Source: an optimization exercise on an open RTL-to-GDS flow (aim: small area, a short achievable clock period and few clock cycles per item). Production flows keep margins and buffers that such runs may drop.
In this exercise RTL edits were held to simulation tests only and were not proved equivalent to the original.
No driver is modelled on the clock port, so clock power and skew are understated where the tree is cut down; a real chip needs a root buffer or a tree.

==> inputs of 09-25 <==
// SquareRoot
module SquareRoot(
    input clk,
    input rst,
    input in_valid,
    input [31:0] floating_point_in,
    output out_valid,
    output [31:0] result
);
export LEC_CHECK = 0
export CAP_MARGIN = 20
export CORE_MARGIN = 2
export CORE_UTILIZATION = 40
export SLEW_MARGIN = 20
export SYNTH_HIERARCHICAL = 1
export SYNTH_MINIMUM_KEEP_SIZE = 0
create_clock -name core_clock -period 35.0 [get_ports {clk}]
standard.sh (not shown) runs the stock make flow with config.mk's settings and CLKGATE_MAP_FILE= SYNTH_SCRIPT=/design/flow/synth_recipe.tcl, a recipe that flattens the netlist after the stock synthesis.
==> flow/flow/run.sh <==
#!/bin/bash
# The standard layout, except: port buffers use buf_1 instead of the clkdlybuf4s50_1
# that buffer_ports picks by default (smaller and faster), and clock tree synthesis uses
# larger sink clusters (fewer, more heavily loaded leaf buffers) for a shorter insertion delay.
set -euo pipefail
export BUFFER_PORTS_ARGS="-buffer_cell sky130_fd_sc_hd__buf_1"
export CTS_ARGS="-sink_clustering_enable -repair_clock_nets -sink_clustering_size 64 -sink_clustering_max_diameter 300 -sink_buffer_max_cap_derate 1.0 -root_buf sky130_fd_sc_hd__clkbuf_16 -buf_list sky130_fd_sc_hd__clkbuf_16"
bash standard.sh synth > synth.log 2>&1
bash standard.sh > layout.log 2>&1
==> inputs of 02-15, as changes to 09-25 <==
==> flow/flow/run.sh (replaced) <==
#!/bin/bash
# The standard layout, except:
#  - port buffers use buf_1 instead of the clkdlybuf4s50_1 that buffer_ports picks by default,
#    and the output port buffers are then swapped to buf_2 (in flow/mycts.tcl);
#  - the clock tree has two levels: the clock port drives four clkbuf_16, which drive sixteen
#    leaf clkbuf_16 near the register clusters (flow/mycts.tcl, sourced as ORFS's PRE_CTS_TCL hook,
#    stands in for TritonCTS). The rest of ORFS's CTS step (legalisation, repair) runs as usual.
set -euo pipefail
export BUFFER_PORTS_ARGS="-buffer_cell sky130_fd_sc_hd__buf_1"
export PRE_CTS_TCL="$(pwd)/flow/mycts.tcl"
bash standard.sh synth > synth.log 2>&1
bash standard.sh > layout.log 2>&1
==> flow/flow/mycts.tcl (new file) <==
# PRE_CTS hook: replaces TritonCTS with a two-level clock tree. The clock port drives four
# clkbuf_16; each drives the leaf clkbuf_16 of nearby register clusters (k-means on the placed
# register positions), so no single buffer has to span the die.
proc mycts_kmeans {xs ys k} {
  set n [llength $xs]
  set order [lsort -real -indices $xs]
  set cx {}; set cy {}
  for {set j 0} {$j < $k} {incr j} {
    set i [lindex $order [expr {int(($j + 0.5) * $n / $k)}]]
    lappend cx [lindex $xs $i]; lappend cy [lindex $ys $i]
  }
  set asg [lrepeat $n 0]
  for {set iter 0} {$iter < 100} {incr iter} {
    for {set i 0} {$i < $n} {incr i} {
      set best 0; set bd 1e30
      for {set j 0} {$j < $k} {incr j} {
        set d [expr {abs([lindex $xs $i] - [lindex $cx $j]) + abs([lindex $ys $i] - [lindex $cy $j])}]
        if {$d < $bd} { set bd $d; set best $j }
      }
      lset asg $i $best
    }
    for {set j 0} {$j < $k} {incr j} {
      set sx 0; set sy 0; set c 0
      for {set i 0} {$i < $n} {incr i} {
        if {[lindex $asg $i] == $j} { set sx [expr {$sx + [lindex $xs $i]}]; set sy [expr {$sy + [lindex $ys $i]}]; incr c }
      }
      if {$c > 0} { lset cx $j [expr {$sx / $c}]; lset cy $j [expr {$sy / $c}] }
    }
  }
  return [list $asg $cx $cy]
}

proc mycts_buffer {block master name innet x y} {
  set inst [odb::dbInst_create $block $master $name]
  set net [odb::dbNet_create $block "net_$name"]
  $net setSigType CLOCK
  [$inst findITerm A] connect $innet
  [$inst findITerm X] connect $net
  $inst setLocation [expr {int($x)}] [expr {int($y)}]
  $inst setPlacementStatus PLACED
  return $net
}

proc clock_tree_synthesis {args} {
  # output port buffers: buf_2 instead of buf_1 (0.01 pF port load)
  set b2 [[ord::get_db] findMaster sky130_fd_sc_hd__buf_2]
  foreach inst [[ord::get_db_block] getInsts] {
    if {[string match "output*" [$inst getName]] && [[$inst getMaster] getName] eq "sky130_fd_sc_hd__buf_1"} {
      $inst swapMaster $b2
    }
  }
  set n1 4
  set n2 16
  set block [ord::get_db_block]
  set clk [$block findNet clk]
  $clk setSigType CLOCK
  set master [[ord::get_db] findMaster sky130_fd_sc_hd__clkbuf_16]
  set sinks {}
  foreach it [$clk getITerms] {
    if {[$it isInputSignal]} { lappend sinks $it }
  }
  set xs {}; set ys {}
  foreach it $sinks {
    set bb [[$it getInst] getBBox]
    lappend xs [expr {([$bb xMin] + [$bb xMax]) / 2.0}]
    lappend ys [expr {([$bb yMin] + [$bb yMax]) / 2.0}]
  }
  lassign [mycts_kmeans $xs $ys $n2] asg2 cx2 cy2
  lassign [mycts_kmeans $cx2 $cy2 $n1] asg1 cx1 cy1
  puts "mycts: [llength $sinks] clock sinks, $n1 + $n2 buffers"
  for {set a 0} {$a < $n1} {incr a} {
    set net1 [mycts_buffer $block $master "clkbuf_my1_$a" $clk [lindex $cx1 $a] [lindex $cy1 $a]]
    for {set b 0} {$b < $n2} {incr b} {
      if {[lindex $asg1 $b] != $a} continue
      set net2 [mycts_buffer $block $master "clkbuf_my2_$b" $net1 [lindex $cx2 $b] [lindex $cy2 $b]]
      set c 0
      for {set i 0} {$i < [llength $sinks]} {incr i} {
        if {[lindex $asg2 $i] == $b} {
          set it [lindex $sinks $i]
          $it disconnect
          $it connect $net2
          incr c
        }
      }
      puts "mycts: leaf $b under $a drives $c sinks"
    }
  }
}
Settings changed: CORE_UTILIZATION 40 to 60.
==> summary of the runs <==
Against 02-15, the via count of 09-25 is lower by about 0.4%. Of 09-25 and 02-15, 02-15 has the higher core utilization (gap 20 points). Setup slack: 09-25 is lower than 02-15 (0.21 ns). In 09-25 the clock skew is lower than in 02-15, by 0.0034 ns.
Testbench counts of 09-25, summed over its fixed seeds: cycles 16,040, items 16,000.
Testbench counts of 02-15, summed over its fixed seeds: cycles 16,040, items 16,000.
The clock cells of 02-15 come from the design's own scripts or RTL, not from TritonCTS.

========
==> inputs of 05-14 <==
SquareRoot again, from the RTL that the note above started with.
export LEC_CHECK = 0
export CAP_MARGIN = 20
export CORE_MARGIN = 2
export CORE_UTILIZATION = 40
export SLEW_MARGIN = 20
export SYNTH_HIERARCHICAL = 1
export SYNTH_MINIMUM_KEEP_SIZE = 0
create_clock -name core_clock -period 35.0 [get_ports {clk}]
==> flow/flow/run.sh <==
#!/bin/bash
# The standard layout, except:
#  - port buffers use buf_1 instead of the clkdlybuf4s50_1 that buffer_ports picks by default,
#    and the output port buffers are then swapped to buf_2 (in flow/mycts.tcl);
#  - the clock tree has two levels: the clock port drives four clkbuf_16, which drive twelve
#    leaf clkbuf_16 near the register clusters (flow/mycts.tcl, sourced as ORFS's PRE_CTS_TCL hook,
#    stands in for TritonCTS). The rest of ORFS's CTS step (legalisation, repair) runs as usual.
set -euo pipefail
export BUFFER_PORTS_ARGS="-buffer_cell sky130_fd_sc_hd__buf_1"
export PRE_CTS_TCL="$(pwd)/flow/mycts.tcl"
bash standard.sh synth > synth.log 2>&1
bash standard.sh > layout.log 2>&1
==> flow/flow/mycts.tcl <==
# PRE_CTS hook: replaces TritonCTS with a two-level clock tree. The clock port drives four
# clkbuf_16; each drives the leaf clkbuf_16 of nearby register clusters (k-means on the placed
# register positions), so no single buffer has to span the die.
proc mycts_kmeans {xs ys k} {
  set n [llength $xs]
  set order [lsort -real -indices $xs]
  set cx {}; set cy {}
  for {set j 0} {$j < $k} {incr j} {
    set i [lindex $order [expr {int(($j + 0.5) * $n / $k)}]]
    lappend cx [lindex $xs $i]; lappend cy [lindex $ys $i]
  }
  set asg [lrepeat $n 0]
  for {set iter 0} {$iter < 100} {incr iter} {
    for {set i 0} {$i < $n} {incr i} {
      set best 0; set bd 1e30
      for {set j 0} {$j < $k} {incr j} {
        set d [expr {abs([lindex $xs $i] - [lindex $cx $j]) + abs([lindex $ys $i] - [lindex $cy $j])}]
        if {$d < $bd} { set bd $d; set best $j }
      }
      lset asg $i $best
    }
    for {set j 0} {$j < $k} {incr j} {
      set sx 0; set sy 0; set c 0
      for {set i 0} {$i < $n} {incr i} {
        if {[lindex $asg $i] == $j} { set sx [expr {$sx + [lindex $xs $i]}]; set sy [expr {$sy + [lindex $ys $i]}]; incr c }
      }
      if {$c > 0} { lset cx $j [expr {$sx / $c}]; lset cy $j [expr {$sy / $c}] }
    }
  }
  return [list $asg $cx $cy]
}

proc mycts_buffer {block master name innet x y} {
  set inst [odb::dbInst_create $block $master $name]
  set net [odb::dbNet_create $block "net_$name"]
  $net setSigType CLOCK
  [$inst findITerm A] connect $innet
  [$inst findITerm X] connect $net
  $inst setLocation [expr {int($x)}] [expr {int($y)}]
  $inst setPlacementStatus PLACED
  return $net
}

proc clock_tree_synthesis {args} {
  # output port buffers: buf_2 instead of buf_1 (0.01 pF port load)
  set b2 [[ord::get_db] findMaster sky130_fd_sc_hd__buf_2]
  foreach inst [[ord::get_db_block] getInsts] {
    if {[string match "output*" [$inst getName]] && [[$inst getMaster] getName] eq "sky130_fd_sc_hd__buf_1"} {
      $inst swapMaster $b2
    }
  }
  set n1 4
  set n2 12
  set block [ord::get_db_block]
  set clk [$block findNet clk]
  $clk setSigType CLOCK
  set master [[ord::get_db] findMaster sky130_fd_sc_hd__clkbuf_16]
  set sinks {}
  foreach it [$clk getITerms] {
    if {[$it isInputSignal]} { lappend sinks $it }
  }
  set xs {}; set ys {}
  foreach it $sinks {
    set bb [[$it getInst] getBBox]
    lappend xs [expr {([$bb xMin] + [$bb xMax]) / 2.0}]
    lappend ys [expr {([$bb yMin] + [$bb yMax]) / 2.0}]
  }
  lassign [mycts_kmeans $xs $ys $n2] asg2 cx2 cy2
  lassign [mycts_kmeans $cx2 $cy2 $n1] asg1 cx1 cy1
  puts "mycts: [llength $sinks] clock sinks, $n1 + $n2 buffers"
  for {set a 0} {$a < $n1} {incr a} {
    set net1 [mycts_buffer $block $master "clkbuf_my1_$a" $clk [lindex $cx1 $a] [lindex $cy1 $a]]
    for {set b 0} {$b < $n2} {incr b} {
      if {[lindex $asg1 $b] != $a} continue
      set net2 [mycts_buffer $block $master "clkbuf_my2_$b" $net1 [lindex $cx2 $b] [lindex $cy2 $b]]
      set c 0
      for {set i 0} {$i < [llength $sinks]} {incr i} {
        if {[lindex $asg2 $i] == $b} {
          set it [lindex $sinks $i]
          $it disconnect
          $it connect $net2
          incr c
        }
      }
      puts "mycts: leaf $b under $a drives $c sinks"
    }
  }
}
==> 08-15 (differences from 05-14) <==
--- a/flow/flow/run.sh
+++ b/flow/flow/run.sh
@@ -4,3 +4,3 @@
 #    and the output port buffers are then swapped to buf_2 (in flow/mycts.tcl);
-#  - the clock tree has two levels: the clock port drives four clkbuf_16, which drive twelve
+#  - the clock tree has two levels: the clock port drives four clkbuf_16, which drive sixteen
 #    leaf clkbuf_16 near the register clusters (flow/mycts.tcl, sourced as ORFS's PRE_CTS_TCL hook,
--- a/flow/flow/mycts.tcl
+++ b/flow/flow/mycts.tcl
@@ -52,3 +52,3 @@
   set n1 4
-  set n2 12
+  set n2 16
   set block [ord::get_db_block]
Settings changed: PLACE_DENSITY set to 0.75.
==> 10-20 (differences from 05-14) <==
==> flow/flow/run.sh (replaced) <==
#!/bin/bash
# The standard layout, except:
#  - port buffers use buf_1 instead of the clkdlybuf4s50_1 that buffer_ports picks by default;
#  - the clock tree has two levels: the clock port drives four clkbuf_16, which drive sixteen
#    leaf clkbuf_16 near the register clusters (flow/mycts.tcl, sourced as ORFS's PRE_CTS_TCL hook,
#    stands in for TritonCTS). The rest of ORFS's CTS step (legalisation, repair) runs as usual.
set -euo pipefail
export BUFFER_PORTS_ARGS="-buffer_cell sky130_fd_sc_hd__buf_1"
export PRE_CTS_TCL="$(pwd)/flow/mycts.tcl"
bash standard.sh synth > synth.log 2>&1
bash standard.sh > layout.log 2>&1
--- a/flow/flow/mycts.tcl
+++ b/flow/flow/mycts.tcl
@@ -44,11 +44,4 @@
 proc clock_tree_synthesis {args} {
-  # output port buffers: buf_2 instead of buf_1 (0.01 pF port load)
-  set b2 [[ord::get_db] findMaster sky130_fd_sc_hd__buf_2]
-  foreach inst [[ord::get_db_block] getInsts] {
-    if {[string match "output*" [$inst getName]] && [[$inst getMaster] getName] eq "sky130_fd_sc_hd__buf_1"} {
-      $inst swapMaster $b2
-    }
-  }
   set n1 4
-  set n2 12
+  set n2 16
   set block [ord::get_db_block]
==> metrics.cfg <==
[min_path]
min_from=eo_a_q[5]$_DFF_P_

[placed_design]
placed_cell_area_mm2=0.0299

[global_route]
grt_use_met1_pct=27.5
use_met3_pct=3.37
grt_pass1_wl_mm=127

[worst_setup_path]
r2r_start=x_x_q[17]$_DFF_P_

[final_layout]
seq_share_pct=12.1
multi_input_area_share_pct=79.0
area_delta_synth_final_pct=4.50

[route]
via_count=21100
first_pass_iters=6

[status]
status=timing/DRC/antenna clean

[timing]
fin_skew_ns=0.0524
hold_ws_ns=0.300

(the above is from 10-20)
==> metrics.cfg <==
[global_route]
use_met3_pct=3.39
grt_use_met1_pct=25.0

[min_path]
min_from=eo_a_q[1]$_DFF_P_

[die]
ios=68

[route]
via_count=21300
first_pass_iters=5

[final_layout]
seq_share_pct=12.1
area_delta_synth_final_pct=4.55
multi_input_area_share_pct=79.0

[clock_network]
clk_pin_slew_worst_paths_ns=0.11

[status]
status=timing/DRC/antenna clean

[worst_setup_path]
crit_end=result[25]

(the above is from 08-15)
==> metrics.cfg <==
[final_layout]
seq_share_pct=12.2
multi_input_area_share_pct=79.2

[timing]
fin_skew_ns=0.0881
hold_ws_ns=0.276

[worst_setup_path]
crit_path_start=res_o_q[28]$_DFF_P_
r2r_start=x_x_q[17]$_DFF_P_

[global_route]
grt_use_met1_pct=27.6
grt_pass1_wl_mm=126
met2_usage_pct=36.4

[status]
status=timing/DRC/antenna clean

[route]
via_count=21100
first_pass_iters=6

[min_path]
min_from=eo_a_q[5]$_DFF_P_

(the above is from 05-14)
Testbench counts of 05-14, summed over its fixed seeds: cycles 16,040, items 16,000.
Testbench counts of 08-15, summed over its fixed seeds: cycles 16,040, items 16,000.
Testbench counts of 10-20, summed over its fixed seeds: cycles 16,040, items 16,000.
In every run of this note, the design's own scripts or RTL, not TritonCTS, make the clock network.

==> static timing again, ports no longer ideal <==
No port has a modelled driver above. Below, the same layouts with a new extraction and two added sets of constraints. Step 1, drivers: a clkbuf_16 drives clk and a buf_2 each remaining input, both assumed. Step 2, shift: input delay + t, output delay - t, t = (earliest + latest rising clock arrival at the registers) / 2. This alone moves slack from input paths to output paths. Slacks: ideal ports / drivers / drivers and shift; pairs: ideal ports / drivers.
| run | t (ns) | setup WS [ns] | latest minus earliest clock arrival (ns) | worst register clock-pin slew, ns |
|---|---|---|---|---|
| 09-25 | 0.526 | 27.048 / 26.993 / 27.519 | 0.029 / 0.029 | 0.09 / 0.09 |
| 02-15 | 0.411 | 27.258 / 27.138 / 27.389 | 0.031 / 0.031 | 0.08 / 0.08 |
| 05-14 | 0.412 | 27.189 / 27.071 / 27.484 | 0.099 / 0.099 | 0.12 / 0.12 |
| 08-15 | 0.419 | 27.217 / 27.099 / 27.459 | 0.058 / 0.058 | 0.11 / 0.11 |
| 10-20 | 0.418 | 27.192 / 27.071 / 27.489 | 0.057 / 0.057 | 0.09 / 0.09 |
After both steps every run listed still meets setup and hold.
